From an optimization exercise on the open Yosys and OpenROAD flow, aimed at small area and a short achievable clock period; shortcuts taken in it are not production practice. The RTL was checked by simulation tests, not by an equivalence proof against the original design. Power figures rest on the tool's default switching activity, not on a simulated workload.

==> flow/design.v (outline; a module is shown in full before it is edited, if it fits) <==
// module rv_shift: 26 lines
// module rv_aoi222: 3 lines
// module rv_aoi22: 3 lines
// module rv_aoi21: 3 lines
// module rv_oai21: 3 lines
// module rv_oai22: 3 lines
// module rv_nand2: 3 lines
// module rv_nand3: 3 lines
// module rv_nand4: 3 lines
// module rv_nor2: 3 lines
// module rv_nor3: 3 lines
// module rv_or3: 3 lines
// module rv_nor2b: 3 lines
// module rv_nand2b: 3 lines
// module rv_xor2: 3 lines
// module rv_xnor2: 3 lines
// module rv_inv: 3 lines
// module rv_mux2i: 3 lines
// module rv_maj3: 3 lines
// module rv_o21bai: 3 lines
// module rv_a2bb2oi: 3 lines
// module rv_taken: 10 lines
// module rv_ltsel: 10 lines
// module rv_add64: 1037 lines
// module rv_g0: 3 lines
// module rv_cmp64: 455 lines
// module rv_cmpl0: 4 lines
// module rv_pcinc: 6 lines
// module rv_rdport: 54 lines
// module rvcpu: 169 lines
module rvcpu (
  input  wire          clk,
  input  wire          rst,
  input  wire [31 : 0] inst,
  output wire [63 : 0] inst_addr,
  output wire          inst_ena,
  output wire          wb_ena,
  output wire [4 : 0]  wb_addr,
  output wire [63 : 0] wb_data
);
  // ...
==> flow/flow/run.sh <==
#!/bin/bash
# Layout flow: the standard flow (standard.sh: ORFS from synthesis to
# finish, with config.mk's settings) with two changes:
#  - timing repair aims at 5.5 ns of setup slack (SETUP_SLACK_MARGIN);
#  - at the end of global routing, post_grt.tcl recovers area: cells off the
#    critical paths get smaller drive strengths while the worst setup slack is
#    kept (downsize.tcl, with the load limits in caplimits.tcl).
# ORFS writes each step's log under orfs/logs; standard.sh's own output goes
# to standard.log here.
set -euo pipefail
export SETUP_SLACK_MARGIN=5.5
export POST_GLOBAL_ROUTE_TCL="$PWD/flow/post_grt.tcl"
bash standard.sh > standard.log 2>&1
==> flow/flow/caplimits.tcl <==
# max_capacitance (pF) of the output pin of the cells downsize.tcl may use,
# from sky130_fd_sc_hd__tt_025C_1v80.lib
array set ::ds_maxcap {
 a2111o_1 0.1758
 a2111o_2 0.3241
 a2111o_4 0.5356
 a2111oi_0 0.02107
 a2111oi_1 0.03114
 a2111oi_2 0.05677
 a2111oi_4 0.1053
 a211o_1 0.1767
 a211o_2 0.325
 a211o_4 0.5594
 a211oi_1 0.04762
 a211oi_2 0.08882
 a211oi_4 0.1419
 a21bo_1 0.1831
 a21bo_2 0.2884
 a21bo_4 0.4752
 a21boi_0 0.04853
 a21boi_1 0.076
 a21boi_2 0.1291
 a21boi_4 0.2152
 a21o_1 0.1776
 a21o_2 0.3095
 a21o_4 0.5686
 a21oi_1 0.07417
 a21oi_2 0.1282
 a21oi_4 0.2216
 a221o_1 0.1584
 a221o_2 0.2994
 a221o_4 0.5374
 a221oi_1 0.05494
 a221oi_2 0.09614
 a221oi_4 0.1666
 a222oi_1 0.06593
 a22o_1 0.1593
 a22o_2 0.3012
 a22o_4 0.5566
 a22oi_1 0.08882
 a22oi_2 0.1703
 a22oi_4 0.2939
 a2bb2o_1 0.1584
 a2bb2o_2 0.3003
 a2bb2o_4 0.5026
 a2bb2oi_1 0.06959
 a2bb2oi_2 0.13
 a2bb2oi_4 0.2261
 a311o_1 0.1428
 a311o_2 0.2985
 a311o_4 0.4532
 a311oi_1 0.04396
 a311oi_2 0.08424
 a311oi_4 0.1337
 a31o_1 0.1602
 a31o_2 0.2719
 a31o_4 0.499
 a31oi_1 0.06593
 a31oi_2 0.1181
 a31oi_4 0.2115
 a32o_1 0.1511
 a32o_2 0.2646
 a32o_4 0.5365
 a32oi_1 0.08515
 a32oi_2 0.1557
 a32oi_4 0.2518
 a41o_1 0.1657
 a41o_2 0.325
 a41o_4 0.5603
 a41oi_1 0.06593
 a41oi_2 0.1245
 a41oi_4 0.1941
 and2_0 0.109
 and2_1 0.1584
 and2_2 0.303
 and2_4 0.5393
 and2b_1 0.1694
 and2b_2 0.3104
 and2b_4 0.4688
 and3_1 0.1575
 and3_2 0.3095
 and3_4 0.5328
 and3b_1 0.1575
 and3b_2 0.3095
 and3b_4 0.4605
 and4_1 0.1611
 and4_2 0.3003
 and4_4 0.5319
 and4b_1 0.1557
 and4b_2 0.2976
 and4b_4 0.4633
 and4bb_1 0.1566
 and4bb_2 0.2701
 and4bb_4 0.4614
 buf_1 0.13
 buf_12 5
 buf_16 5
 buf_2 0.3159
 buf_4 0.5612
 buf_6 0.7855
 buf_8 5
 bufbuf_16 1.494
 bufbuf_8 0.9412
 bufinv_16 1.51
 bufinv_8 0.9421
 clkdlybuf4s15_1 0.1602
 clkdlybuf4s15_2 0.2802
 clkdlybuf4s18_1 0.1602
 clkdlybuf4s18_2 0.2976
 clkdlybuf4s25_1 0.152
 clkdlybuf4s25_2 0.2985
 clkdlybuf4s50_1 0.1566
 clkdlybuf4s50_2 0.293
 fa_1 0.1557
 fa_2 0.2884
 fa_4 0.5191
 fah_1 0.1611
 fahcin_1 0.07142
 fahcon_1 0.06867
 ha_1 0.1575
 ha_2 0.2957
 ha_4 0.5237
 inv_1 0.1813
 inv_12 1.417
 inv_16 1.682
 inv_2 0.3314
 inv_4 0.5631
 inv_6 0.7828
 inv_8 1.035
 maj3_1 0.1557
 maj3_2 0.3049
 maj3_4 0.5347
 mux2_1 0.173
 mux2_2 0.2976
 mux2_4 0.5365
 mux2_8 0.9311
 mux2i_1 0.06867
 mux2i_2 0.108
 mux2i_4 0.1904
 mux4_1 0.1611
 mux4_2 0.3012
 mux4_4 0.5484
 nand2_1 0.1666
 nand2_2 0.2957
 nand2_4 0.5301
 nand2_8 0.9338
 nand2b_1 0.1502
 nand2b_2 0.2857
 nand2b_4 0.5219
 nand3_1 0.1465
 nand3_2 0.26
 nand3_4 0.4697
 nand3b_1 0.1437
 nand3b_2 0.2637
 nand3b_4 0.4797
 nand4_1 0.1245
 nand4_2 0.2005
 nand4_4 0.358
 nand4b_1 0.1245
 nand4b_2 0.2005
 nand4b_4 0.3644
 nand4bb_1 0.1236
 nand4bb_2 0.2005
 nand4bb_4 0.3562
 nor2_1 0.08607
 nor2_2 0.1419
 nor2_4 0.2518
 nor2_8 0.4331
 nor2b_1 0.08241
 nor2b_2 0.1428
 nor2b_4 0.2545
 nor3_1 0.05219
 nor3_2 0.09248
 nor3_4 0.1538
 nor3b_1 0.04945
 nor3b_2 0.09339
 nor3b_4 0.1465
 nor4_1 0.03663
 nor4_2 0.0641
 nor4_4 0.1126
 nor4b_1 0.03388
 nor4b_2 0.06501
 nor4b_4 0.1135
 nor4bb_1 0.03663
 nor4bb_2 0.06044
 nor4bb_4 0.1117
 o2111a_1 0.1611
 o2111a_2 0.2994
 o2111a_4 0.5512
 o2111ai_1 0.07142
 o2111ai_2 0.1291
 o2111ai_4 0.2152
 o211a_1 0.1831
 o211a_2 0.2683
 o211a_4 0.509
 o211ai_1 0.07417
 o211ai_2 0.1337
 o211ai_4 0.2152
 o21a_1 0.163
 o21a_2 0.2948
 o21a_4 0.51
 o21ai_0 0.05036
 o21ai_1 0.08058
 o21ai_2 0.1392
 o21ai_4 0.2243
 o21ba_1 0.1566
 o21ba_2 0.2646
 o21ba_4 0.4523
 o21bai_1 0.07783
 o21bai_2 0.1401
 o21bai_4 0.2454
 o221a_1 0.1529
 o221a_2 0.2811
 o221a_4 0.488
 o221ai_1 0.07051
 o221ai_2 0.1282
 o221ai_4 0.2161
 o22a_1 0.1621
 o22a_2 0.3049
 o22a_4 0.5301
 o22ai_1 0.07325
 o22ai_2 0.1373
 o22ai_4 0.217
 o2bb2a_1 0.1566
 o2bb2a_2 0.2948
 o2bb2a_4 0.4971
 o2bb2ai_1 0.076
 o2bb2ai_2 0.1346
 o2bb2ai_4 0.2463
 o311a_1 0.1557
 o311a_2 0.2939
 o311a_4 0.5393
 o311ai_0 0.02931
 o311ai_1 0.04579
 o311ai_2 0.08241
 o311ai_4 0.1428
 o31a_1 0.1492
 o31a_2 0.2857
 o31a_4 0.5447
 o31ai_1 0.04762
 o31ai_2 0.08058
 o31ai_4 0.1447
 o32a_1 0.1502
 o32a_2 0.3003
 o32a_4 0.5566
 o32ai_1 0.0467
 o32ai_2 0.08882
 o32ai_4 0.1538
 o41a_1 0.1474
 o41a_2 0.3058
 o41a_4 0.5447
 o41ai_1 0.03388
 o41ai_2 0.06227
 o41ai_4 0.109
 or2_0 0.1007
 or2_1 0.1648
 or2_2 0.2994
 or2_4 0.5145
 or2b_1 0.1694
 or2b_2 0.3122
 or2b_4 0.5155
 or3_1 0.1676
 or3_2 0.3104
 or3_4 0.5319
 or3b_1 0.1676
 or3b_2 0.2692
 or3b_4 0.4697
 or4_1 0.1676
 or4_2 0.3104
 or4_4 0.5347
 or4b_1 0.1676
 or4b_2 0.2655
 or4b_4 0.5338
 or4bb_1 0.1676
 or4bb_2 0.3122
 or4bb_4 0.5328
 sdlclkp_1 0.1547
 sdlclkp_2 0.3012
 sdlclkp_4 0.5328
 sedfxbp_1 0.1685
 sedfxbp_2 0.3012
 sedfxtp_1 0.1712
 sedfxtp_2 0.3159
 sedfxtp_4 0.5603
 xnor2_1 0.06959
 xnor2_2 0.1218
 xnor2_4 0.2115
 xnor3_1 0.1547
 xnor3_2 0.3012
 xnor3_4 0.5548
 xor2_1 0.07691
 xor2_2 0.13
 xor2_4 0.2197
 xor3_1 0.1511
 xor3_2 0.2857
 xor3_4 0.5063
}
==> flow/flow/downsize.tcl <==
proc ds_log {msg} { puts "DOWNSIZE: $msg" }
source [file join [file dirname [info script]] caplimits.tcl]
array set ::ds_fam {}
set ds_dont_use {}
if {[info exists ::env(DONT_USE_CELLS)]} { set ds_dont_use $::env(DONT_USE_CELLS) }
foreach lc [get_lib_cells */*] {
  set n [get_name $lc]
  if {[lsearch -exact $ds_dont_use $n] >= 0} continue
  if {![regexp {^(sky130_fd_sc_hd__[a-z0-9]+)_([0-9]+)$} $n -> fam sz]} continue
  if {[regexp {^sky130_fd_sc_hd__(df|edf|sdf|dl|clk|tap|fill|decap|conb|probe|lpflow|dly|ebuf|einv)} $fam]} continue
  lappend ::ds_fam($fam) [list [get_property $lc area] $n]
}
foreach f [array names ::ds_fam] { set ::ds_fam($f) [lsort -real -index 0 -unique $::ds_fam($f)] }
# the port buffers the flow inserts (clkdlybuf4s*) may become plain buffers
foreach lc [get_lib_cells */sky130_fd_sc_hd__clkdlybuf4s*] {
  if {[regexp {^(sky130_fd_sc_hd__clkdlybuf4s[0-9]+)_([0-9]+)$} [get_name $lc] -> fam sz]} {
    set ::ds_fam($fam) $::ds_fam(sky130_fd_sc_hd__buf)
  }
}
set ::ds_margin 0.3
if {[info exists ::env(DS_MARGIN)]} { set ::ds_margin $::env(DS_MARGIN) }
set ::ds_scene [sta::cmd_scene]
set ::ds_guard 0.15
if {[info exists ::env(DS_GUARD)]} { set ::ds_guard $::env(DS_GUARD) }

proc ds_est {} { estimate_parasitics -global_routing }
proc ds_viol {} { return [expr {[sta::max_slew_violation_count] + [sta::max_capacitance_violation_count]}] }
# does instance name (now of master ref) keep the margin to its limits?
proc ds_ok_limits {name ref} {
  global ds_maxcap ds_margin ds_scene
  set key [string range $ref 17 end]
  if {![info exists ds_maxcap($key)]} { return 0 }
  foreach p [get_pins -of_objects [get_cells $name] -filter "direction == output"] {
    set n [get_nets -quiet -of_objects $p]
    if {$n eq ""} continue
    set cap [expr {[$n capacitance $ds_scene max] * 1e12}]
    if {$cap > (1.0 - $ds_margin) * $ds_maxcap($key)} { return 0 }
    foreach q [get_pins -of_objects $n] {
      set sl [get_property $q slew_max]
      if {$sl ne "" && $sl > (1.0 - $ds_margin) * 1.5} { return 0 }
    }
  }
  return 1
}
# worst setup slack at the outputs of instance name
proc ds_slack {name} {
  set s 1e9
  foreach p [get_pins -of_objects [get_cells $name] -filter "direction == output"] {
    set ps [get_property $p slack_max]
    if {$ps ne "" && $ps < $s} { set s $ps }
  }
  return $s
}
# changes: list of {name old new}
proc ds_apply {changes} { foreach c $changes { replace_cell [lindex $c 0] [lindex $c 2] } }
proc ds_revert {changes} { foreach c $changes { replace_cell [lindex $c 0] [lindex $c 1] } }
proc ds_judge {changes} {
  global ds_floor ds_v0
  ds_apply $changes
  ds_est
  set ok [expr {[worst_slack -max] >= $ds_floor && [ds_viol] <= $ds_v0}]
  if {$ok} {
    foreach c $changes {
      if {![ds_ok_limits [lindex $c 0] [lindex $c 2]] || [ds_slack [lindex $c 0]] < $ds_floor + $::ds_guard} { set ok 0; break }
    }
  }
  if {!$ok} { ds_revert $changes; ds_est }
  return $ok
}
proc ds_try {changes} {
  global ds_accepted ds_tests
  if {[llength $changes] == 0} return
  incr ds_tests
  if {[ds_judge $changes]} { lappend ds_accepted {*}$changes; return }
  if {[llength $changes] == 1} return
  set h [expr {[llength $changes] / 2}]
  ds_try [lrange $changes 0 [expr {$h - 1}]]
  ds_try [lrange $changes $h end]
}

ds_est
set wns0 [worst_slack -max]
set ::ds_floor $wns0
set ::ds_v0 [ds_viol]
ds_log "start wns $wns0 slew/cap violations $::ds_v0"
set t0 [clock milliseconds]
set ::ds_accepted {}
set ::ds_tests 0
# two rounds: first to the smallest size, then to the next smaller size
foreach round {0 1} {
  set cands {}
  foreach c [get_cells *] {
    set ref [get_property $c ref_name]
    if {![regexp {^(sky130_fd_sc_hd__[a-z0-9]+)_([0-9]+)$} $ref -> fam sz]} continue
    if {![info exists ::ds_fam($fam)]} continue
    set a [get_property [get_lib_cells */$ref] area]
    set smaller {}
    foreach o $::ds_fam($fam) { if {[lindex $o 0] < $a} { lappend smaller [lindex $o 1] } }
    if {[llength $smaller] == 0} continue
    set dbi [[ord::get_db_block] findInst [get_full_name $c]]
    if {$dbi eq "NULL"} continue
    set onclk 0
    foreach it [$dbi getITerms] {
      set nt [$it getNet]
      if {$nt ne "NULL" && [$nt getSigType] eq "CLOCK"} { set onclk 1 }
    }
    if {$onclk} continue
    set s 1e9
    foreach p [get_pins -of_objects $c -filter "direction == output"] {
      set ps [get_property $p slack_max]
      if {$ps ne "" && $ps < $s} { set s $ps }
    }
    if {$s < $::ds_floor + $::ds_guard + 0.02} continue
    # sizes whose load limit keeps the margin (the load does not depend on the size)
    set capok {}
    set cap 0.0
    foreach p [get_pins -of_objects $c -filter "direction == output"] {
      set n [get_nets -quiet -of_objects $p]
      if {$n ne ""} { set cap [expr {max($cap, [$n capacitance $::ds_scene max] * 1e12)}] }
    }
    foreach o $smaller {
      set key [string range $o 17 end]
      if {[info exists ::ds_maxcap($key)] && $cap <= (1.0 - $::ds_margin) * $::ds_maxcap($key)} { lappend capok $o }
    }
    if {[llength $capok] == 0} continue
    set new [expr {$round == 0 ? [lindex $capok 0] : [lindex $capok end]}]
    lappend cands [list $s [get_full_name $c] $ref $new]
  }
  set cands [lsort -real -decreasing -index 0 $cands]
  # quick look at each change alone (the parasitics of the nets it touches are
  # then only estimated, so this only sorts out hopeless changes)
  set changes {}
  foreach cd $cands {
    lassign $cd s name ref new
    replace_cell $name $new
    set good [expr {[worst_slack -max] >= $::ds_floor && [ds_viol] <= $::ds_v0 && [ds_ok_limits $name $new] && [ds_slack $name] >= $::ds_floor + $::ds_guard}]
    replace_cell $name $ref
    if {$good} { lappend changes [list $name $ref $new] }
  }
  ds_est
  ds_log "round $round: [llength $changes] candidates"
  set B 256
  for {set i 0} {$i < [llength $changes]} {incr i $B} {
    ds_try [lrange $changes $i [expr {$i + $B - 1}]]
  }
  ds_log "round $round: [llength $::ds_accepted] changes kept after $::ds_tests tests, [expr {([clock milliseconds]-$t0)/1000}] s"
}
set saved 0.0
foreach c $::ds_accepted {
  set saved [expr {$saved + [get_property [get_lib_cells */[lindex $c 1]] area] - [get_property [get_lib_cells */[lindex $c 2]] area]}]
}
ds_est
ds_log "changed [llength $::ds_accepted] cells, saved [format %.1f $saved] um2; wns [worst_slack -max]"
==> flow/flow/post_grt.tcl <==
# after global routing and its timing repair: recover area, reroute the
# changed nets and rewrite the route guides
log_cmd global_route -start_incremental
source [file join [file dirname [info script]] downsize.tcl]
log_cmd global_route -end_incremental
log_cmd estimate_parasitics -global_routing
report_worst_slack -max
report_check_types -max_slew -max_capacitance -violators
write_guides $::env(RESULTS_DIR)/route.guide
==> flow/standard.sh <==
#!/bin/bash
# synth_recipe.tcl (not shown) runs the flow's synth.tcl, then flattens the netlist and writes it again
# the make line also repeats each setting of config.mk as NAME=value (left out here)
make -C /OpenROAD-flow-scripts/flow DESIGN_CONFIG=/design/flow/config.mk WORK_HOME=/design/flow/orfs CLKGATE_MAP_FILE= SYNTH_SCRIPT=/design/flow/synth_recipe.tcl "${@:-finish}"
==> flow/config.mk <==
export PLATFORM = sky130hd
export DESIGN_NAME = rvcpu
export DESIGN_NICKNAME = rvcpu
export VERILOG_FILES = /design/flow/design.v
export SDC_FILE = /design/flow/constraint.sdc
export NUM_CORES = 8
export LEC_CHECK = 0
export CAP_MARGIN = 35
export CORE_MARGIN = 2
export CORE_UTILIZATION = 55
export CTS_CLUSTER_DIAMETER = 80
export CTS_CLUSTER_SIZE = 20
export SLEW_MARGIN = 35
export SYNTH_HIERARCHICAL = 1
==> flow/constraint.sdc <==
create_clock -name core_clock -period 12.0 [get_ports {clk}]
set_input_delay 2.4000 -clock core_clock [delete_from_list [all_inputs] [get_ports {clk}]]
set_output_delay 2.4000 -clock core_clock [all_outputs]
set_load 0.01 [all_outputs]
==> results.yml, run 1 <==
outcome:
  status: "complete, no violations"
timing:
  timing.fmax_mhz: 141
  setup_viol: 0
  hold_violations: 0
clock_network:
  clk_pin_slew_ns: 0.07
  cts_setup_buffers: 425
  cts_sinks: 2149
global_route:
  grt_util_all_layers_pct: 46.8
  grt_pass1_vias: 78900
setup_path:
  cp_slowest_stage_delay_ns: 0.62
  cp-start-kind: "input port"
  cp_top_family: "simple AND/OR/NAND/NOR gates"
  crit_top_cell: "buf_4"
  end_kind: "register"
  path_class: "input port to register"
  path_max_fanout: 7
  crit_cells: 22
  r2r-end: "pc[62]"
  cp_slowest_cell: "nand4_1"
  cp.arrival_ns: 7.86
min_path:
  hp-class: "register to register"
  worstHoldStart: "pc[0]"
layout:
  final_util_pct: 66.2
  buffer_area_share_pct: 8.19
  syn_to_final_growth_pct: 19.3
  top_regs: "gr.r: 1984 flops, pc: 64 flops, wb_data_q: 64 flops"
  nNetsFinal: 8470
  nNonClkBuffers: 1213
  multi_input_area_um2: 41000
  ff_latch_area_um2: 62900
  nClkBuffers: 168
drt:
  drtIter0Drc: 21200
  route.detailed.drc: 0
  antenna_left: 0
  via_count: 87300
flow_run:
  cap_violations: 0
floorplan:
  start_util_pct: 55.4
  die_h_um: 434
synth:
  synth_nets: 7169
placement:
  portBuffers: 166
  gp_congestion: 1.05
pwr:
  p_per_area_nw_per_um2: 164
==> module rv_cmp64, before the edit <==
module rv_cmp64 (
  input  wire [63:0] r1n,
  input  wire [63:0] r2n,
  input  wire        u,
  output wire        eq,
  output wire        less
);
  wire gn0;
  wire tn0;
  wire gn1;
  wire tn1;
  wire gn2;
  wire tn2;
  wire gn3;
  wire tn3;
  wire gn4;
  wire tn4;
  wire gn5;
  wire tn5;
  wire gn6;
  wire tn6;
  wire gn7;
  wire tn7;
  wire gn8;
  wire tn8;
  wire gn9;
  wire tn9;
  wire gn10;
  wire tn10;
  wire gn11;
  wire tn11;
  wire gn12;
  wire tn12;
  wire gn13;
  wire tn13;
  wire gn14;
  wire tn14;
  wire gn15;
  wire tn15;
  wire gn16;
  wire tn16;
  wire gn17;
  wire tn17;
  wire gn18;
  wire tn18;
  wire gn19;
  wire tn19;
  wire gn20;
  wire tn20;
  wire gn21;
  wire tn21;
  wire gn22;
  wire tn22;
  wire gn23;
  wire tn23;
  wire gn24;
  wire tn24;
  wire gn25;
  wire tn25;
  wire gn26;
  wire tn26;
  wire gn27;
  wire tn27;
  wire gn28;
  wire tn28;
  wire gn29;
  wire tn29;
  wire gn30;
  wire tn30;
  wire gn31;
  wire tn31;
  wire gn32;
  wire tn32;
  wire gn33;
  wire tn33;
  wire gn34;
  wire tn34;
  wire gn35;
  wire tn35;
  wire gn36;
  wire tn36;
  wire gn37;
  wire tn37;
  wire gn38;
  wire tn38;
  wire gn39;
  wire tn39;
  wire gn40;
  wire tn40;
  wire gn41;
  wire tn41;
  wire gn42;
  wire tn42;
  wire gn43;
  wire tn43;
  wire gn44;
  wire tn44;
  wire gn45;
  wire tn45;
  wire gn46;
  wire tn46;
  wire gn47;
  wire tn47;
  wire gn48;
  wire tn48;
  wire gn49;
  wire tn49;
  wire gn50;
  wire tn50;
  wire gn51;
  wire tn51;
  wire gn52;
  wire tn52;
  wire gn53;
  wire tn53;
  wire gn54;
  wire tn54;
  wire gn55;
  wire tn55;
  wire gn56;
  wire tn56;
  wire gn57;
  wire tn57;
  wire gn58;
  wire tn58;
  wire gn59;
  wire tn59;
  wire gn60;
  wire tn60;
  wire gn61;
  wire tn61;
  wire gn62;
  wire tn62;
  wire G1_0;
  wire G1_1;
  wire T1_1;
  wire G1_2;
  wire T1_2;
  wire G1_3;
  wire T1_3;
  wire G1_4;
  wire T1_4;
  wire G1_5;
  wire T1_5;
  wire G1_6;
  wire T1_6;
  wire G1_7;
  wire T1_7;
  wire G1_8;
  wire T1_8;
  wire G1_9;
  wire T1_9;
  wire G1_10;
  wire T1_10;
  wire G1_11;
  wire T1_11;
  wire G1_12;
  wire T1_12;
  wire G1_13;
  wire T1_13;
  wire G1_14;
  wire T1_14;
  wire G1_15;
  wire T1_15;
  wire G1_16;
  wire T1_16;
  wire G1_17;
  wire T1_17;
  wire G1_18;
  wire T1_18;
  wire G1_19;
  wire T1_19;
  wire G1_20;
  wire T1_20;
  wire G1_21;
  wire T1_21;
  wire G1_22;
  wire T1_22;
  wire G1_23;
  wire T1_23;
  wire G1_24;
  wire T1_24;
  wire G1_25;
  wire T1_25;
  wire G1_26;
  wire T1_26;
  wire G1_27;
  wire T1_27;
  wire G1_28;
  wire T1_28;
  wire G1_29;
  wire T1_29;
  wire G1_30;
  wire T1_30;
  wire G2_0;
  wire G2_1;
  wire T2_1;
  wire G2_2;
  wire T2_2;
  wire G2_3;
  wire T2_3;
  wire G2_4;
  wire T2_4;
  wire G2_5;
  wire T2_5;
  wire G2_6;
  wire T2_6;
  wire G2_7;
  wire T2_7;
  wire G2_8;
  wire T2_8;
  wire G2_9;
  wire T2_9;
  wire G2_10;
  wire T2_10;
  wire G2_11;
  wire T2_11;
  wire G2_12;
  wire T2_12;
  wire G2_13;
  wire T2_13;
  wire G2_14;
  wire T2_14;
  wire iv1;
  wire iv2;
  wire G2_15;
  wire T2_15;
  wire G3_0;
  wire G3_1;
  wire T3_1;
  wire G3_2;
  wire T3_2;
  wire G3_3;
  wire T3_3;
  wire G3_4;
  wire T3_4;
  wire G3_5;
  wire T3_5;
  wire G3_6;
  wire T3_6;
  wire iv3;
  wire iv4;
  wire G3_7;
  wire T3_7;
  wire G4_0;
  wire G4_1;
  wire T4_1;
  wire G4_2;
  wire T4_2;
  wire iv5;
  wire iv6;
  wire G4_3;
  wire T4_3;
  wire G5_0;
  wire iv7;
  wire iv8;
  wire G5_1;
  wire T5_1;
  wire iv9;
  wire G6_0;
  rv_cmpl0 l0 (.r1n(r1n[0]), .r2n(r2n[0]), .gn(gn0), .tn(tn0));
  rv_cmpl0 l1 (.r1n(r1n[1]), .r2n(r2n[1]), .gn(gn1), .tn(tn1));
  rv_cmpl0 l2 (.r1n(r1n[2]), .r2n(r2n[2]), .gn(gn2), .tn(tn2));
  rv_cmpl0 l3 (.r1n(r1n[3]), .r2n(r2n[3]), .gn(gn3), .tn(tn3));
  rv_cmpl0 l4 (.r1n(r1n[4]), .r2n(r2n[4]), .gn(gn4), .tn(tn4));
  rv_cmpl0 l5 (.r1n(r1n[5]), .r2n(r2n[5]), .gn(gn5), .tn(tn5));
  rv_cmpl0 l6 (.r1n(r1n[6]), .r2n(r2n[6]), .gn(gn6), .tn(tn6));
  rv_cmpl0 l7 (.r1n(r1n[7]), .r2n(r2n[7]), .gn(gn7), .tn(tn7));
  rv_cmpl0 l8 (.r1n(r1n[8]), .r2n(r2n[8]), .gn(gn8), .tn(tn8));
  rv_cmpl0 l9 (.r1n(r1n[9]), .r2n(r2n[9]), .gn(gn9), .tn(tn9));
  rv_cmpl0 l10 (.r1n(r1n[10]), .r2n(r2n[10]), .gn(gn10), .tn(tn10));
  rv_cmpl0 l11 (.r1n(r1n[11]), .r2n(r2n[11]), .gn(gn11), .tn(tn11));
  rv_cmpl0 l12 (.r1n(r1n[12]), .r2n(r2n[12]), .gn(gn12), .tn(tn12));
  rv_cmpl0 l13 (.r1n(r1n[13]), .r2n(r2n[13]), .gn(gn13), .tn(tn13));
  rv_cmpl0 l14 (.r1n(r1n[14]), .r2n(r2n[14]), .gn(gn14), .tn(tn14));
  rv_cmpl0 l15 (.r1n(r1n[15]), .r2n(r2n[15]), .gn(gn15), .tn(tn15));
  rv_cmpl0 l16 (.r1n(r1n[16]), .r2n(r2n[16]), .gn(gn16), .tn(tn16));
  rv_cmpl0 l17 (.r1n(r1n[17]), .r2n(r2n[17]), .gn(gn17), .tn(tn17));
  rv_cmpl0 l18 (.r1n(r1n[18]), .r2n(r2n[18]), .gn(gn18), .tn(tn18));
  rv_cmpl0 l19 (.r1n(r1n[19]), .r2n(r2n[19]), .gn(gn19), .tn(tn19));
  rv_cmpl0 l20 (.r1n(r1n[20]), .r2n(r2n[20]), .gn(gn20), .tn(tn20));
  rv_cmpl0 l21 (.r1n(r1n[21]), .r2n(r2n[21]), .gn(gn21), .tn(tn21));
  rv_cmpl0 l22 (.r1n(r1n[22]), .r2n(r2n[22]), .gn(gn22), .tn(tn22));
  rv_cmpl0 l23 (.r1n(r1n[23]), .r2n(r2n[23]), .gn(gn23), .tn(tn23));
  rv_cmpl0 l24 (.r1n(r1n[24]), .r2n(r2n[24]), .gn(gn24), .tn(tn24));
  rv_cmpl0 l25 (.r1n(r1n[25]), .r2n(r2n[25]), .gn(gn25), .tn(tn25));
  rv_cmpl0 l26 (.r1n(r1n[26]), .r2n(r2n[26]), .gn(gn26), .tn(tn26));
  rv_cmpl0 l27 (.r1n(r1n[27]), .r2n(r2n[27]), .gn(gn27), .tn(tn27));
  rv_cmpl0 l28 (.r1n(r1n[28]), .r2n(r2n[28]), .gn(gn28), .tn(tn28));
  rv_cmpl0 l29 (.r1n(r1n[29]), .r2n(r2n[29]), .gn(gn29), .tn(tn29));
  rv_cmpl0 l30 (.r1n(r1n[30]), .r2n(r2n[30]), .gn(gn30), .tn(tn30));
  rv_cmpl0 l31 (.r1n(r1n[31]), .r2n(r2n[31]), .gn(gn31), .tn(tn31));
  rv_cmpl0 l32 (.r1n(r1n[32]), .r2n(r2n[32]), .gn(gn32), .tn(tn32));
  rv_cmpl0 l33 (.r1n(r1n[33]), .r2n(r2n[33]), .gn(gn33), .tn(tn33));
  rv_cmpl0 l34 (.r1n(r1n[34]), .r2n(r2n[34]), .gn(gn34), .tn(tn34));
  rv_cmpl0 l35 (.r1n(r1n[35]), .r2n(r2n[35]), .gn(gn35), .tn(tn35));
  rv_cmpl0 l36 (.r1n(r1n[36]), .r2n(r2n[36]), .gn(gn36), .tn(tn36));
  rv_cmpl0 l37 (.r1n(r1n[37]), .r2n(r2n[37]), .gn(gn37), .tn(tn37));
  rv_cmpl0 l38 (.r1n(r1n[38]), .r2n(r2n[38]), .gn(gn38), .tn(tn38));
  rv_cmpl0 l39 (.r1n(r1n[39]), .r2n(r2n[39]), .gn(gn39), .tn(tn39));
  rv_cmpl0 l40 (.r1n(r1n[40]), .r2n(r2n[40]), .gn(gn40), .tn(tn40));
  rv_cmpl0 l41 (.r1n(r1n[41]), .r2n(r2n[41]), .gn(gn41), .tn(tn41));
  rv_cmpl0 l42 (.r1n(r1n[42]), .r2n(r2n[42]), .gn(gn42), .tn(tn42));
  rv_cmpl0 l43 (.r1n(r1n[43]), .r2n(r2n[43]), .gn(gn43), .tn(tn43));
  rv_cmpl0 l44 (.r1n(r1n[44]), .r2n(r2n[44]), .gn(gn44), .tn(tn44));
  rv_cmpl0 l45 (.r1n(r1n[45]), .r2n(r2n[45]), .gn(gn45), .tn(tn45));
  rv_cmpl0 l46 (.r1n(r1n[46]), .r2n(r2n[46]), .gn(gn46), .tn(tn46));
  rv_cmpl0 l47 (.r1n(r1n[47]), .r2n(r2n[47]), .gn(gn47), .tn(tn47));
  rv_cmpl0 l48 (.r1n(r1n[48]), .r2n(r2n[48]), .gn(gn48), .tn(tn48));
  rv_cmpl0 l49 (.r1n(r1n[49]), .r2n(r2n[49]), .gn(gn49), .tn(tn49));
  rv_cmpl0 l50 (.r1n(r1n[50]), .r2n(r2n[50]), .gn(gn50), .tn(tn50));
  rv_cmpl0 l51 (.r1n(r1n[51]), .r2n(r2n[51]), .gn(gn51), .tn(tn51));
  rv_cmpl0 l52 (.r1n(r1n[52]), .r2n(r2n[52]), .gn(gn52), .tn(tn52));
  rv_cmpl0 l53 (.r1n(r1n[53]), .r2n(r2n[53]), .gn(gn53), .tn(tn53));
  rv_cmpl0 l54 (.r1n(r1n[54]), .r2n(r2n[54]), .gn(gn54), .tn(tn54));
  rv_cmpl0 l55 (.r1n(r1n[55]), .r2n(r2n[55]), .gn(gn55), .tn(tn55));
  rv_cmpl0 l56 (.r1n(r1n[56]), .r2n(r2n[56]), .gn(gn56), .tn(tn56));
  rv_cmpl0 l57 (.r1n(r1n[57]), .r2n(r2n[57]), .gn(gn57), .tn(tn57));
  rv_cmpl0 l58 (.r1n(r1n[58]), .r2n(r2n[58]), .gn(gn58), .tn(tn58));
  rv_cmpl0 l59 (.r1n(r1n[59]), .r2n(r2n[59]), .gn(gn59), .tn(tn59));
  rv_cmpl0 l60 (.r1n(r1n[60]), .r2n(r2n[60]), .gn(gn60), .tn(tn60));
  rv_cmpl0 l61 (.r1n(r1n[61]), .r2n(r2n[61]), .gn(gn61), .tn(tn61));
  rv_cmpl0 l62 (.r1n(r1n[62]), .r2n(r2n[62]), .gn(gn62), .tn(tn62));
  rv_oai21 g1_0 (.a1(tn1), .a2(tn0), .b1(gn1), .y(G1_0));
  rv_oai21 g1_1 (.a1(tn3), .a2(gn2), .b1(gn3), .y(G1_1));
  rv_nor2  t1_1 (.a(tn3), .b(tn2), .y(T1_1));
  rv_oai21 g1_2 (.a1(tn5), .a2(gn4), .b1(gn5), .y(G1_2));
  rv_nor2  t1_2 (.a(tn5), .b(tn4), .y(T1_2));
  rv_oai21 g1_3 (.a1(tn7), .a2(gn6), .b1(gn7), .y(G1_3));
  rv_nor2  t1_3 (.a(tn7), .b(tn6), .y(T1_3));
  rv_oai21 g1_4 (.a1(tn9), .a2(gn8), .b1(gn9), .y(G1_4));
  rv_nor2  t1_4 (.a(tn9), .b(tn8), .y(T1_4));
  rv_oai21 g1_5 (.a1(tn11), .a2(gn10), .b1(gn11), .y(G1_5));
  rv_nor2  t1_5 (.a(tn11), .b(tn10), .y(T1_5));
  rv_oai21 g1_6 (.a1(tn13), .a2(gn12), .b1(gn13), .y(G1_6));
  rv_nor2  t1_6 (.a(tn13), .b(tn12), .y(T1_6));
  rv_oai21 g1_7 (.a1(tn15), .a2(gn14), .b1(gn15), .y(G1_7));
  rv_nor2  t1_7 (.a(tn15), .b(tn14), .y(T1_7));
  rv_oai21 g1_8 (.a1(tn17), .a2(gn16), .b1(gn17), .y(G1_8));
  rv_nor2  t1_8 (.a(tn17), .b(tn16), .y(T1_8));
  rv_oai21 g1_9 (.a1(tn19), .a2(gn18), .b1(gn19), .y(G1_9));
  rv_nor2  t1_9 (.a(tn19), .b(tn18), .y(T1_9));
  rv_oai21 g1_10 (.a1(tn21), .a2(gn20), .b1(gn21), .y(G1_10));
  rv_nor2  t1_10 (.a(tn21), .b(tn20), .y(T1_10));
  rv_oai21 g1_11 (.a1(tn23), .a2(gn22), .b1(gn23), .y(G1_11));
  rv_nor2  t1_11 (.a(tn23), .b(tn22), .y(T1_11));
  rv_oai21 g1_12 (.a1(tn25), .a2(gn24), .b1(gn25), .y(G1_12));
  rv_nor2  t1_12 (.a(tn25), .b(tn24), .y(T1_12));
  rv_oai21 g1_13 (.a1(tn27), .a2(gn26), .b1(gn27), .y(G1_13));
  rv_nor2  t1_13 (.a(tn27), .b(tn26), .y(T1_13));
  rv_oai21 g1_14 (.a1(tn29), .a2(gn28), .b1(gn29), .y(G1_14));
  rv_nor2  t1_14 (.a(tn29), .b(tn28), .y(T1_14));
  rv_oai21 g1_15 (.a1(tn31), .a2(gn30), .b1(gn31), .y(G1_15));
  rv_nor2  t1_15 (.a(tn31), .b(tn30), .y(T1_15));
  rv_oai21 g1_16 (.a1(tn33), .a2(gn32), .b1(gn33), .y(G1_16));
  rv_nor2  t1_16 (.a(tn33), .b(tn32), .y(T1_16));
  rv_oai21 g1_17 (.a1(tn35), .a2(gn34), .b1(gn35), .y(G1_17));
  rv_nor2  t1_17 (.a(tn35), .b(tn34), .y(T1_17));
  rv_oai21 g1_18 (.a1(tn37), .a2(gn36), .b1(gn37), .y(G1_18));
  rv_nor2  t1_18 (.a(tn37), .b(tn36), .y(T1_18));
  rv_oai21 g1_19 (.a1(tn39), .a2(gn38), .b1(gn39), .y(G1_19));
  rv_nor2  t1_19 (.a(tn39), .b(tn38), .y(T1_19));
  rv_oai21 g1_20 (.a1(tn41), .a2(gn40), .b1(gn41), .y(G1_20));
  rv_nor2  t1_20 (.a(tn41), .b(tn40), .y(T1_20));
  rv_oai21 g1_21 (.a1(tn43), .a2(gn42), .b1(gn43), .y(G1_21));
  rv_nor2  t1_21 (.a(tn43), .b(tn42), .y(T1_21));
  rv_oai21 g1_22 (.a1(tn45), .a2(gn44), .b1(gn45), .y(G1_22));
  rv_nor2  t1_22 (.a(tn45), .b(tn44), .y(T1_22));
  rv_oai21 g1_23 (.a1(tn47), .a2(gn46), .b1(gn47), .y(G1_23));
  rv_nor2  t1_23 (.a(tn47), .b(tn46), .y(T1_23));
  rv_oai21 g1_24 (.a1(tn49), .a2(gn48), .b1(gn49), .y(G1_24));
  rv_nor2  t1_24 (.a(tn49), .b(tn48), .y(T1_24));
  rv_oai21 g1_25 (.a1(tn51), .a2(gn50), .b1(gn51), .y(G1_25));
  rv_nor2  t1_25 (.a(tn51), .b(tn50), .y(T1_25));
  rv_oai21 g1_26 (.a1(tn53), .a2(gn52), .b1(gn53), .y(G1_26));
  rv_nor2  t1_26 (.a(tn53), .b(tn52), .y(T1_26));
  rv_oai21 g1_27 (.a1(tn55), .a2(gn54), .b1(gn55), .y(G1_27));
  rv_nor2  t1_27 (.a(tn55), .b(tn54), .y(T1_27));
  rv_oai21 g1_28 (.a1(tn57), .a2(gn56), .b1(gn57), .y(G1_28));
  rv_nor2  t1_28 (.a(tn57), .b(tn56), .y(T1_28));
  rv_oai21 g1_29 (.a1(tn59), .a2(gn58), .b1(gn59), .y(G1_29));
  rv_nor2  t1_29 (.a(tn59), .b(tn58), .y(T1_29));
  rv_oai21 g1_30 (.a1(tn61), .a2(gn60), .b1(gn61), .y(G1_30));
  rv_nor2  t1_30 (.a(tn61), .b(tn60), .y(T1_30));
  rv_aoi21 g2_0 (.a1(T1_1), .a2(G1_0), .b1(G1_1), .y(G2_0));
  rv_aoi21 g2_1 (.a1(T1_3), .a2(G1_2), .b1(G1_3), .y(G2_1));
  rv_nand2 t2_1 (.a(T1_3), .b(T1_2), .y(T2_1));
  rv_aoi21 g2_2 (.a1(T1_5), .a2(G1_4), .b1(G1_5), .y(G2_2));
  rv_nand2 t2_2 (.a(T1_5), .b(T1_4), .y(T2_2));
  rv_aoi21 g2_3 (.a1(T1_7), .a2(G1_6), .b1(G1_7), .y(G2_3));
  rv_nand2 t2_3 (.a(T1_7), .b(T1_6), .y(T2_3));
  rv_aoi21 g2_4 (.a1(T1_9), .a2(G1_8), .b1(G1_9), .y(G2_4));
  rv_nand2 t2_4 (.a(T1_9), .b(T1_8), .y(T2_4));
  rv_aoi21 g2_5 (.a1(T1_11), .a2(G1_10), .b1(G1_11), .y(G2_5));
  rv_nand2 t2_5 (.a(T1_11), .b(T1_10), .y(T2_5));
  rv_aoi21 g2_6 (.a1(T1_13), .a2(G1_12), .b1(G1_13), .y(G2_6));
  rv_nand2 t2_6 (.a(T1_13), .b(T1_12), .y(T2_6));
  rv_aoi21 g2_7 (.a1(T1_15), .a2(G1_14), .b1(G1_15), .y(G2_7));
  rv_nand2 t2_7 (.a(T1_15), .b(T1_14), .y(T2_7));
  rv_aoi21 g2_8 (.a1(T1_17), .a2(G1_16), .b1(G1_17), .y(G2_8));
  rv_nand2 t2_8 (.a(T1_17), .b(T1_16), .y(T2_8));
  rv_aoi21 g2_9 (.a1(T1_19), .a2(G1_18), .b1(G1_19), .y(G2_9));
  rv_nand2 t2_9 (.a(T1_19), .b(T1_18), .y(T2_9));
  rv_aoi21 g2_10 (.a1(T1_21), .a2(G1_20), .b1(G1_21), .y(G2_10));
  rv_nand2 t2_10 (.a(T1_21), .b(T1_20), .y(T2_10));
  rv_aoi21 g2_11 (.a1(T1_23), .a2(G1_22), .b1(G1_23), .y(G2_11));
  rv_nand2 t2_11 (.a(T1_23), .b(T1_22), .y(T2_11));
  rv_aoi21 g2_12 (.a1(T1_25), .a2(G1_24), .b1(G1_25), .y(G2_12));
  rv_nand2 t2_12 (.a(T1_25), .b(T1_24), .y(T2_12));
  rv_aoi21 g2_13 (.a1(T1_27), .a2(G1_26), .b1(G1_27), .y(G2_13));
  rv_nand2 t2_13 (.a(T1_27), .b(T1_26), .y(T2_13));
  rv_aoi21 g2_14 (.a1(T1_29), .a2(G1_28), .b1(G1_29), .y(G2_14));
  rv_nand2 t2_14 (.a(T1_29), .b(T1_28), .y(T2_14));
  rv_inv   ui1 (.a(G1_30), .y(iv1));
  rv_inv   ui2 (.a(T1_30), .y(iv2));
  rv_oai21 g2_15 (.a1(tn62), .a2(iv1), .b1(gn62), .y(G2_15));
  rv_nor2  t2_15 (.a(tn62), .b(iv2), .y(T2_15));
  rv_oai21 g3_0 (.a1(T2_1), .a2(G2_0), .b1(G2_1), .y(G3_0));
  rv_oai21 g3_1 (.a1(T2_3), .a2(G2_2), .b1(G2_3), .y(G3_1));
  rv_nor2  t3_1 (.a(T2_3), .b(T2_2), .y(T3_1));
  rv_oai21 g3_2 (.a1(T2_5), .a2(G2_4), .b1(G2_5), .y(G3_2));
  rv_nor2  t3_2 (.a(T2_5), .b(T2_4), .y(T3_2));
  rv_oai21 g3_3 (.a1(T2_7), .a2(G2_6), .b1(G2_7), .y(G3_3));
  rv_nor2  t3_3 (.a(T2_7), .b(T2_6), .y(T3_3));
  rv_oai21 g3_4 (.a1(T2_9), .a2(G2_8), .b1(G2_9), .y(G3_4));
  rv_nor2  t3_4 (.a(T2_9), .b(T2_8), .y(T3_4));
  rv_oai21 g3_5 (.a1(T2_11), .a2(G2_10), .b1(G2_11), .y(G3_5));
  rv_nor2  t3_5 (.a(T2_11), .b(T2_10), .y(T3_5));
  rv_oai21 g3_6 (.a1(T2_13), .a2(G2_12), .b1(G2_13), .y(G3_6));
  rv_nor2  t3_6 (.a(T2_13), .b(T2_12), .y(T3_6));
  rv_inv   ui3 (.a(G2_14), .y(iv3));
  rv_inv   ui4 (.a(T2_14), .y(iv4));
  rv_aoi21 g3_7 (.a1(T2_15), .a2(iv3), .b1(G2_15), .y(G3_7));
  rv_nand2 t3_7 (.a(T2_15), .b(iv4), .y(T3_7));
  rv_aoi21 g4_0 (.a1(T3_1), .a2(G3_0), .b1(G3_1), .y(G4_0));
  rv_aoi21 g4_1 (.a1(T3_3), .a2(G3_2), .b1(G3_3), .y(G4_1));
  rv_nand2 t4_1 (.a(T3_3), .b(T3_2), .y(T4_1));
  rv_aoi21 g4_2 (.a1(T3_5), .a2(G3_4), .b1(G3_5), .y(G4_2));
  rv_nand2 t4_2 (.a(T3_5), .b(T3_4), .y(T4_2));
  rv_inv   ui5 (.a(G3_6), .y(iv5));
  rv_inv   ui6 (.a(T3_6), .y(iv6));
  rv_oai21 g4_3 (.a1(T3_7), .a2(iv5), .b1(G3_7), .y(G4_3));
  rv_nor2  t4_3 (.a(T3_7), .b(iv6), .y(T4_3));
  rv_oai21 g5_0 (.a1(T4_1), .a2(G4_0), .b1(G4_1), .y(G5_0));
  rv_inv   ui7 (.a(G4_2), .y(iv7));
  rv_inv   ui8 (.a(T4_2), .y(iv8));
  rv_aoi21 g5_1 (.a1(T4_3), .a2(iv7), .b1(G4_3), .y(G5_1));
  rv_nand2 t5_1 (.a(T4_3), .b(iv8), .y(T5_1));
  rv_inv   ui9 (.a(G5_0), .y(iv9));
  rv_oai21 g6_0 (.a1(T5_1), .a2(iv9), .b1(G5_1), .y(G6_0));
  wire c63 = G6_0;
  wire s1 = ~r1n[63], s2 = ~r2n[63];
  assign less = (s1 ^ s2) ? (u ? s2 : s1) : ~c63;
  assign eq = &(r1n ~^ r2n);
endmodule
==> run 2: changes to the inputs <==
--- a/flow/design.v
+++ b/flow/design.v
@@ -1598,7 +1598,261 @@
   wire c63 = G6_0;
   wire s1 = ~r1n[63], s2 = ~r2n[63];
   assign less = (s1 ^ s2) ? (u ? s2 : s1) : ~c63;
-  assign eq = &(r1n ~^ r2n);
+  wire ex0;
+  wire ex1;
+  wire ex2;
+  wire ex3;
+  wire ex4;
+  wire ex5;
+  wire ex6;
+  wire ex7;
+  wire ex8;
+  wire ex9;
+  wire ex10;
+  wire ex11;
+  wire ex12;
+  wire ex13;
+  wire ex14;
+  wire ex15;
+  wire ex16;
+  wire ex17;
+  wire ex18;
+  wire ex19;
+  wire ex20;
+  wire ex21;
+  wire ex22;
+  wire ex23;
+  wire ex24;
+  wire ex25;
+  wire ex26;
+  wire ex27;
+  wire ex28;
+  wire ex29;
+  wire ex30;
+  wire ex31;
+  wire ex32;
+  wire ex33;
+  wire ex34;
+  wire ex35;
+  wire ex36;
+  wire ex37;
+  wire ex38;
+  wire ex39;
+  wire ex40;
+  wire ex41;
+  wire ex42;
+  wire ex43;
+  wire ex44;
+  wire ex45;
+  wire ex46;
+  wire ex47;
+  wire ex48;
+  wire ex49;
+  wire ex50;
+  wire ex51;
+  wire ex52;
+  wire ex53;
+  wire ex54;
+  wire ex55;
+  wire ex56;
+  wire ex57;
+  wire ex58;
+  wire ex59;
+  wire ex60;
+  wire ex61;
+  wire ex62;
+  wire ex63;
+  wire eq1_0;
+  wire eq1_1;
+  wire eq1_2;
+  wire eq1_3;
+  wire eq1_4;
+  wire eq1_5;
+  wire eq1_6;
+  wire eq1_7;
+  wire eq1_8;
+  wire eq1_9;
+  wire eq1_10;
+  wire eq1_11;
+  wire eq1_12;
+  wire eq1_13;
+  wire eq1_14;
+  wire eq1_15;
+  wire eq1_16;
+  wire eq1_17;
+  wire eq1_18;
+  wire eq1_19;
+  wire eq1_20;
+  wire eq1_21;
+  wire eq1_22;
+  wire eq1_23;
+  wire eq1_24;
+  wire eq1_25;
+  wire eq1_26;
+  wire eq1_27;
+  wire eq1_28;
+  wire eq1_29;
+  wire eq1_30;
+  wire eq1_31;
+  wire eq2_0;
+  wire eq2_1;
+  wire eq2_2;
+  wire eq2_3;
+  wire eq2_4;
+  wire eq2_5;
+  wire eq2_6;
+  wire eq2_7;
+  wire eq2_8;
+  wire eq2_9;
+  wire eq2_10;
+  wire eq2_11;
+  wire eq2_12;
+  wire eq2_13;
+  wire eq2_14;
+  wire eq2_15;
+  wire eq3_0;
+  wire eq3_1;
+  wire eq3_2;
+  wire eq3_3;
+  wire eq3_4;
+  wire eq3_5;
+  wire eq3_6;
+  wire eq3_7;
+  wire eq4_0;
+  wire eq4_1;
+  wire eq4_2;
+  wire eq4_3;
+  wire eq5_0;
+  wire eq5_1;
+  wire eq6_0;
+  rv_xnor2 ex0_u (.a(r1n[0]), .b(r2n[0]), .y(ex0));
+  rv_xnor2 ex1_u (.a(r1n[1]), .b(r2n[1]), .y(ex1));
+  rv_xnor2 ex2_u (.a(r1n[2]), .b(r2n[2]), .y(ex2));
+  rv_xnor2 ex3_u (.a(r1n[3]), .b(r2n[3]), .y(ex3));
+  rv_xnor2 ex4_u (.a(r1n[4]), .b(r2n[4]), .y(ex4));
+  rv_xnor2 ex5_u (.a(r1n[5]), .b(r2n[5]), .y(ex5));
+  rv_xnor2 ex6_u (.a(r1n[6]), .b(r2n[6]), .y(ex6));
+  rv_xnor2 ex7_u (.a(r1n[7]), .b(r2n[7]), .y(ex7));
+  rv_xnor2 ex8_u (.a(r1n[8]), .b(r2n[8]), .y(ex8));
+  rv_xnor2 ex9_u (.a(r1n[9]), .b(r2n[9]), .y(ex9));
+  rv_xnor2 ex10_u (.a(r1n[10]), .b(r2n[10]), .y(ex10));
+  rv_xnor2 ex11_u (.a(r1n[11]), .b(r2n[11]), .y(ex11));
+  rv_xnor2 ex12_u (.a(r1n[12]), .b(r2n[12]), .y(ex12));
+  rv_xnor2 ex13_u (.a(r1n[13]), .b(r2n[13]), .y(ex13));
+  rv_xnor2 ex14_u (.a(r1n[14]), .b(r2n[14]), .y(ex14));
+  rv_xnor2 ex15_u (.a(r1n[15]), .b(r2n[15]), .y(ex15));
+  rv_xnor2 ex16_u (.a(r1n[16]), .b(r2n[16]), .y(ex16));
+  rv_xnor2 ex17_u (.a(r1n[17]), .b(r2n[17]), .y(ex17));
+  rv_xnor2 ex18_u (.a(r1n[18]), .b(r2n[18]), .y(ex18));
+  rv_xnor2 ex19_u (.a(r1n[19]), .b(r2n[19]), .y(ex19));
+  rv_xnor2 ex20_u (.a(r1n[20]), .b(r2n[20]), .y(ex20));
+  rv_xnor2 ex21_u (.a(r1n[21]), .b(r2n[21]), .y(ex21));
+  rv_xnor2 ex22_u (.a(r1n[22]), .b(r2n[22]), .y(ex22));
+  rv_xnor2 ex23_u (.a(r1n[23]), .b(r2n[23]), .y(ex23));
+  rv_xnor2 ex24_u (.a(r1n[24]), .b(r2n[24]), .y(ex24));
+  rv_xnor2 ex25_u (.a(r1n[25]), .b(r2n[25]), .y(ex25));
+  rv_xnor2 ex26_u (.a(r1n[26]), .b(r2n[26]), .y(ex26));
+  rv_xnor2 ex27_u (.a(r1n[27]), .b(r2n[27]), .y(ex27));
+  rv_xnor2 ex28_u (.a(r1n[28]), .b(r2n[28]), .y(ex28));
+  rv_xnor2 ex29_u (.a(r1n[29]), .b(r2n[29]), .y(ex29));
+  rv_xnor2 ex30_u (.a(r1n[30]), .b(r2n[30]), .y(ex30));
+  rv_xnor2 ex31_u (.a(r1n[31]), .b(r2n[31]), .y(ex31));
+  rv_xnor2 ex32_u (.a(r1n[32]), .b(r2n[32]), .y(ex32));
+  rv_xnor2 ex33_u (.a(r1n[33]), .b(r2n[33]), .y(ex33));
+  rv_xnor2 ex34_u (.a(r1n[34]), .b(r2n[34]), .y(ex34));
+  rv_xnor2 ex35_u (.a(r1n[35]), .b(r2n[35]), .y(ex35));
+  rv_xnor2 ex36_u (.a(r1n[36]), .b(r2n[36]), .y(ex36));
+  rv_xnor2 ex37_u (.a(r1n[37]), .b(r2n[37]), .y(ex37));
+  rv_xnor2 ex38_u (.a(r1n[38]), .b(r2n[38]), .y(ex38));
+  rv_xnor2 ex39_u (.a(r1n[39]), .b(r2n[39]), .y(ex39));
+  rv_xnor2 ex40_u (.a(r1n[40]), .b(r2n[40]), .y(ex40));
+  rv_xnor2 ex41_u (.a(r1n[41]), .b(r2n[41]), .y(ex41));
+  rv_xnor2 ex42_u (.a(r1n[42]), .b(r2n[42]), .y(ex42));
+  rv_xnor2 ex43_u (.a(r1n[43]), .b(r2n[43]), .y(ex43));
+  rv_xnor2 ex44_u (.a(r1n[44]), .b(r2n[44]), .y(ex44));
+  rv_xnor2 ex45_u (.a(r1n[45]), .b(r2n[45]), .y(ex45));
+  rv_xnor2 ex46_u (.a(r1n[46]), .b(r2n[46]), .y(ex46));
+  rv_xnor2 ex47_u (.a(r1n[47]), .b(r2n[47]), .y(ex47));
+  rv_xnor2 ex48_u (.a(r1n[48]), .b(r2n[48]), .y(ex48));
+  rv_xnor2 ex49_u (.a(r1n[49]), .b(r2n[49]), .y(ex49));
+  rv_xnor2 ex50_u (.a(r1n[50]), .b(r2n[50]), .y(ex50));
+  rv_xnor2 ex51_u (.a(r1n[51]), .b(r2n[51]), .y(ex51));
+  rv_xnor2 ex52_u (.a(r1n[52]), .b(r2n[52]), .y(ex52));
+  rv_xnor2 ex53_u (.a(r1n[53]), .b(r2n[53]), .y(ex53));
+  rv_xnor2 ex54_u (.a(r1n[54]), .b(r2n[54]), .y(ex54));
+  rv_xnor2 ex55_u (.a(r1n[55]), .b(r2n[55]), .y(ex55));
+  rv_xnor2 ex56_u (.a(r1n[56]), .b(r2n[56]), .y(ex56));
+  rv_xnor2 ex57_u (.a(r1n[57]), .b(r2n[57]), .y(ex57));
+  rv_xnor2 ex58_u (.a(r1n[58]), .b(r2n[58]), .y(ex58));
+  rv_xnor2 ex59_u (.a(r1n[59]), .b(r2n[59]), .y(ex59));
+  rv_xnor2 ex60_u (.a(r1n[60]), .b(r2n[60]), .y(ex60));
+  rv_xnor2 ex61_u (.a(r1n[61]), .b(r2n[61]), .y(ex61));
+  rv_xnor2 ex62_u (.a(r1n[62]), .b(r2n[62]), .y(ex62));
+  rv_xnor2 ex63_u (.a(r1n[63]), .b(r2n[63]), .y(ex63));
+  rv_nand2 eq1_0_u (.a(ex0), .b(ex1), .y(eq1_0));
+  rv_nand2 eq1_1_u (.a(ex2), .b(ex3), .y(eq1_1));
+  rv_nand2 eq1_2_u (.a(ex4), .b(ex5), .y(eq1_2));
+  rv_nand2 eq1_3_u (.a(ex6), .b(ex7), .y(eq1_3));
+  rv_nand2 eq1_4_u (.a(ex8), .b(ex9), .y(eq1_4));
+  rv_nand2 eq1_5_u (.a(ex10), .b(ex11), .y(eq1_5));
+  rv_nand2 eq1_6_u (.a(ex12), .b(ex13), .y(eq1_6));
+  rv_nand2 eq1_7_u (.a(ex14), .b(ex15), .y(eq1_7));
+  rv_nand2 eq1_8_u (.a(ex16), .b(ex17), .y(eq1_8));
+  rv_nand2 eq1_9_u (.a(ex18), .b(ex19), .y(eq1_9));
+  rv_nand2 eq1_10_u (.a(ex20), .b(ex21), .y(eq1_10));
+  rv_nand2 eq1_11_u (.a(ex22), .b(ex23), .y(eq1_11));
+  rv_nand2 eq1_12_u (.a(ex24), .b(ex25), .y(eq1_12));
+  rv_nand2 eq1_13_u (.a(ex26), .b(ex27), .y(eq1_13));
+  rv_nand2 eq1_14_u (.a(ex28), .b(ex29), .y(eq1_14));
+  rv_nand2 eq1_15_u (.a(ex30), .b(ex31), .y(eq1_15));
+  rv_nand2 eq1_16_u (.a(ex32), .b(ex33), .y(eq1_16));
+  rv_nand2 eq1_17_u (.a(ex34), .b(ex35), .y(eq1_17));
+  rv_nand2 eq1_18_u (.a(ex36), .b(ex37), .y(eq1_18));
+  rv_nand2 eq1_19_u (.a(ex38), .b(ex39), .y(eq1_19));
+  rv_nand2 eq1_20_u (.a(ex40), .b(ex41), .y(eq1_20));
+  rv_nand2 eq1_21_u (.a(ex42), .b(ex43), .y(eq1_21));
+  rv_nand2 eq1_22_u (.a(ex44), .b(ex45), .y(eq1_22));
+  rv_nand2 eq1_23_u (.a(ex46), .b(ex47), .y(eq1_23));
+  rv_nand2 eq1_24_u (.a(ex48), .b(ex49), .y(eq1_24));
+  rv_nand2 eq1_25_u (.a(ex50), .b(ex51), .y(eq1_25));
+  rv_nand2 eq1_26_u (.a(ex52), .b(ex53), .y(eq1_26));
+  rv_nand2 eq1_27_u (.a(ex54), .b(ex55), .y(eq1_27));
+  rv_nand2 eq1_28_u (.a(ex56), .b(ex57), .y(eq1_28));
+  rv_nand2 eq1_29_u (.a(ex58), .b(ex59), .y(eq1_29));
+  rv_nand2 eq1_30_u (.a(ex60), .b(ex61), .y(eq1_30));
+  rv_nand2 eq1_31_u (.a(ex62), .b(ex63), .y(eq1_31));
+  rv_nor2  eq2_0_u (.a(eq1_0), .b(eq1_1), .y(eq2_0));
+  rv_nor2  eq2_1_u (.a(eq1_2), .b(eq1_3), .y(eq2_1));
+  rv_nor2  eq2_2_u (.a(eq1_4), .b(eq1_5), .y(eq2_2));
+  rv_nor2  eq2_3_u (.a(eq1_6), .b(eq1_7), .y(eq2_3));
+  rv_nor2  eq2_4_u (.a(eq1_8), .b(eq1_9), .y(eq2_4));
+  rv_nor2  eq2_5_u (.a(eq1_10), .b(eq1_11), .y(eq2_5));
+  rv_nor2  eq2_6_u (.a(eq1_12), .b(eq1_13), .y(eq2_6));
+  rv_nor2  eq2_7_u (.a(eq1_14), .b(eq1_15), .y(eq2_7));
+  rv_nor2  eq2_8_u (.a(eq1_16), .b(eq1_17), .y(eq2_8));
+  rv_nor2  eq2_9_u (.a(eq1_18), .b(eq1_19), .y(eq2_9));
+  rv_nor2  eq2_10_u (.a(eq1_20), .b(eq1_21), .y(eq2_10));
+  rv_nor2  eq2_11_u (.a(eq1_22), .b(eq1_23), .y(eq2_11));
+  rv_nor2  eq2_12_u (.a(eq1_24), .b(eq1_25), .y(eq2_12));
+  rv_nor2  eq2_13_u (.a(eq1_26), .b(eq1_27), .y(eq2_13));
+  rv_nor2  eq2_14_u (.a(eq1_28), .b(eq1_29), .y(eq2_14));
+  rv_nor2  eq2_15_u (.a(eq1_30), .b(eq1_31), .y(eq2_15));
+  rv_nand2 eq3_0_u (.a(eq2_0), .b(eq2_1), .y(eq3_0));
+  rv_nand2 eq3_1_u (.a(eq2_2), .b(eq2_3), .y(eq3_1));
+  rv_nand2 eq3_2_u (.a(eq2_4), .b(eq2_5), .y(eq3_2));
+  rv_nand2 eq3_3_u (.a(eq2_6), .b(eq2_7), .y(eq3_3));
+  rv_nand2 eq3_4_u (.a(eq2_8), .b(eq2_9), .y(eq3_4));
+  rv_nand2 eq3_5_u (.a(eq2_10), .b(eq2_11), .y(eq3_5));
+  rv_nand2 eq3_6_u (.a(eq2_12), .b(eq2_13), .y(eq3_6));
+  rv_nand2 eq3_7_u (.a(eq2_14), .b(eq2_15), .y(eq3_7));
+  rv_nor2  eq4_0_u (.a(eq3_0), .b(eq3_1), .y(eq4_0));
+  rv_nor2  eq4_1_u (.a(eq3_2), .b(eq3_3), .y(eq4_1));
+  rv_nor2  eq4_2_u (.a(eq3_4), .b(eq3_5), .y(eq4_2));
+  rv_nor2  eq4_3_u (.a(eq3_6), .b(eq3_7), .y(eq4_3));
+  rv_nand2 eq5_0_u (.a(eq4_0), .b(eq4_1), .y(eq5_0));
+  rv_nand2 eq5_1_u (.a(eq4_2), .b(eq4_3), .y(eq5_1));
+  rv_nor2  eq6_0_u (.a(eq5_0), .b(eq5_1), .y(eq6_0));
+  assign eq = eq6_0;
 endmodule
 module rv_cmpl0 (input wire r1n, r2n, output wire gn, tn);
   assign gn = ~(~r1n & r2n);
==> run 2 against run 1 <==
Sequential power about the same; critical path depth rose by 4; clock power rose by 2%; fmax is 5.8% higher; total power shrank 1.1%.
==> results.yml, run 2 <==
setup_path:
  cp_top_family: "simple AND/OR/NAND/NOR gates"
  cp-start-kind: "input port"
  cp.buffers_inverters: 8
  end_kind: "register"
  crit_cells: 26
  cp.arrival_ns: 7.37
  cp_slowest_cell: "nand4_1"
  r2r-end: "wb_data_q[47]"
  crit_top_cell: "o21ai_2"
  worstPathRequired_ns: 12.66
  cp_slowest_stage_delay_ns: 0.74
  rr_startpoint: "pend[15]"
  path_max_fanout: 14
  reg2reg_depth: 22
  r2r_slack_ns: 6.79
  path_class: "input port to register"
clock_network:
  root_buffer: "clkbuf_16"
  clk_latency_ns: 0.82
  hold_buffers: 0
  cts_sinks: 2149
  cts_setup_buffers: 442
  cts_tree: "done"
  numCtsBuffers: 137
  htreeDepth: 4
  clock_tree.buffer_depth: 3
  clk_pin_slew_ns: 0.07
  cts_resized: 444
layout:
  largest_reg_flops: 1984
  layout_common_cells: "1984 x edfxtp_1, 1280 x a222oi_1, 469 x nand2_1"
  syn_to_final_growth_pct: 17.4
  regMostFlops: "gr.r"
  nNetsFinal: 8381
  top_regs: "gr.r: 1984 flops, pc: 64 flops, wb_data_q: 64 flops"
  final_common_cell: "edfxtp_1"
  drive_gt1_share_pct: 20.6
min_path:
  worstHoldStart: "pc[1]"
  min_to: "pc[1]"
  hp-class: "register to register"
  hold_depth: 4
drt:
  via_count: 84700
  viasPerCell: 7.78
  firstDrtPassIters: 14
  drtIter0Drc: 19600
  route.detailed.drc: 0
  wirelength_mm: 444
  wl_per_cell_um: 40.8
  antenna_left: 0
timing:
  fin_crit_sh_pct: 55.9
  clock_skew_ns: 0.0376
  slew_viol_final: 0
  timing.fmax_mhz: 149
  setup_viol: 0
  max-slew-margin-rel_pct: 30.6
  fin_setup_tns_ns: 0
  worst_pin_slew_ns: 1.04
  layout_setup_ws_ns: 5.29
  period_needed_ns: 6.71
  hold_violations: 0
synth:
  netlist_area_um2: 102000
  syn_inst: 7176
  synth_nets: 7211
  synth_area_per_cell_um2: 14.2
  synth-warning-count: 8
global_route:
  grt_pass1_vias: 77700
  grt_max_degree: 93
  grt-ovfl-total: 0
  antenna_found_initial: 7
  grt_util_all_layers_pct: 45.1
  grt_pass1_wl_mm: 593
floorplan:
  die_x_um: 434
  core_area_um2: 183000
  ios: 169
  rows: 157
  die-area_um2: 189000
  die_h_um: 434
  start_util_pct: 55.5
pwr:
  p_per_area_nw_per_um2: 165
  p_leak_nw: 41.5
  max-vdd-ir-drop_mv: 0.146
placement:
  portBuffers: 166
  dp_slack_ns: 1.90
  gp_congestion: 1.04
  dp_hpwl_mm: 283
flow_run:
  cap_violations: 0
outcome:
  status: "complete, no violations"
run 2: per-layer routing:
layer / GRT usage, % / share of wire, % / vias to the layer above
li1: - / - / 33700
met4: 23.8 / 6.9 / 4
met5: 0.390 / 0.027 / -
met3: 17.5 / 17 / 1285
met2: 65.1 / 42 / 7506
met1: 58.7 / 34 / 42200
run 2: stage by stage:
stage / util (%) / hold WS (ns) / instance area [um2] / std cells / power, mW
CTS: 65.8 / 0.577 / 121000 / 10700 / 19.4
detailed placement: 60.2 / 0.565 / 111000 / 10100 / 14.1
finish: 65.2 / 0.570 / 120000 / 10900 / 19.7
floorplan: - / 0.682 / 102000 / 7176 / 12.2
global placement: 59.9 / 0.548 / 110000 / 10000 / 14.0
run 2: cell type report:
type                    instances  area (um2)
clock buffers                 173        3640
multi-input cells            4846       40600
flip-flops and latches       2149       62900
fillers                     14000       63900
clock inverters                35         542
inverters                     127         543
diodes                          9        22.5
well taps                    2464        3080
repair inverters                1        5.00
repair buffers               1084        8310
run 2: how the worst max path moves through the flow:
stage	from	to
2_1_floorplan	inst[5]	wb_data_q[0]
3_3_place_gp	inst[23]	pc[57]
3_5_place_dp	inst[23]	wb_data_q[57]
4_1_cts	inst[24]	wb_data_q[43]
6_report	inst[24]	wb_data_q[45]
run 2: report_power, final:
group | total, mW | switching (mW) | internal, mW | leakage [nW]
Clock | 4.93 | 2.67 | 2.25 | 2.01
Sequential | 10.2 | 0.686 | 9.48 | 21.8
Combinational | 4.64 | 3.12 | 1.51 | 17.8
Total | 19.7 | 6.48 | 13.3 | 41.5
run 2: worst min-delay path, stage by stage (launching register included):
cell,delay [ns]
dfxtp_1,0.33
nand2_1,0.06
a21oi_1,0.05
nand2_1,0.05
nand2_1,0.04

[port drivers added, routing unchanged]
How much do the figures lean on ideal ports? The routed layouts below were timed once more, with nothing changed but the port constraints.
Step 1, drivers: a clkbuf_16 drives clk and a buf_2 each remaining input, both assumed.
Step 2 moves the port delays by t, midway between the first and last clock arrival at a register: inputs arrive t later, outputs are due t later. That takes back most of the time a late clock gives input paths.
Slacks: ideal / step 1 / step 2; pairs: ideal / step 1.
| run | t (ns) | setup WS [ns] | worst setup path after step 2 | worst register clock-pin slew, ns | cell pins on the clock port's net |
|---|---|---|---|---|---|
| run 1 | 0.933 | 4.904 / 4.907 / 3.973 | input to register | 0.09 / 0.09 | 1 |
| run 2 | 0.892 | 5.291 / 5.279 / 4.387 | input to register | 0.09 / 0.09 | 1 |
After both steps setup and hold are still met in every run listed. The setup slack of run 1, which loses most, moves by +0.003 ns with the drivers and by -0.931 ns with both steps.
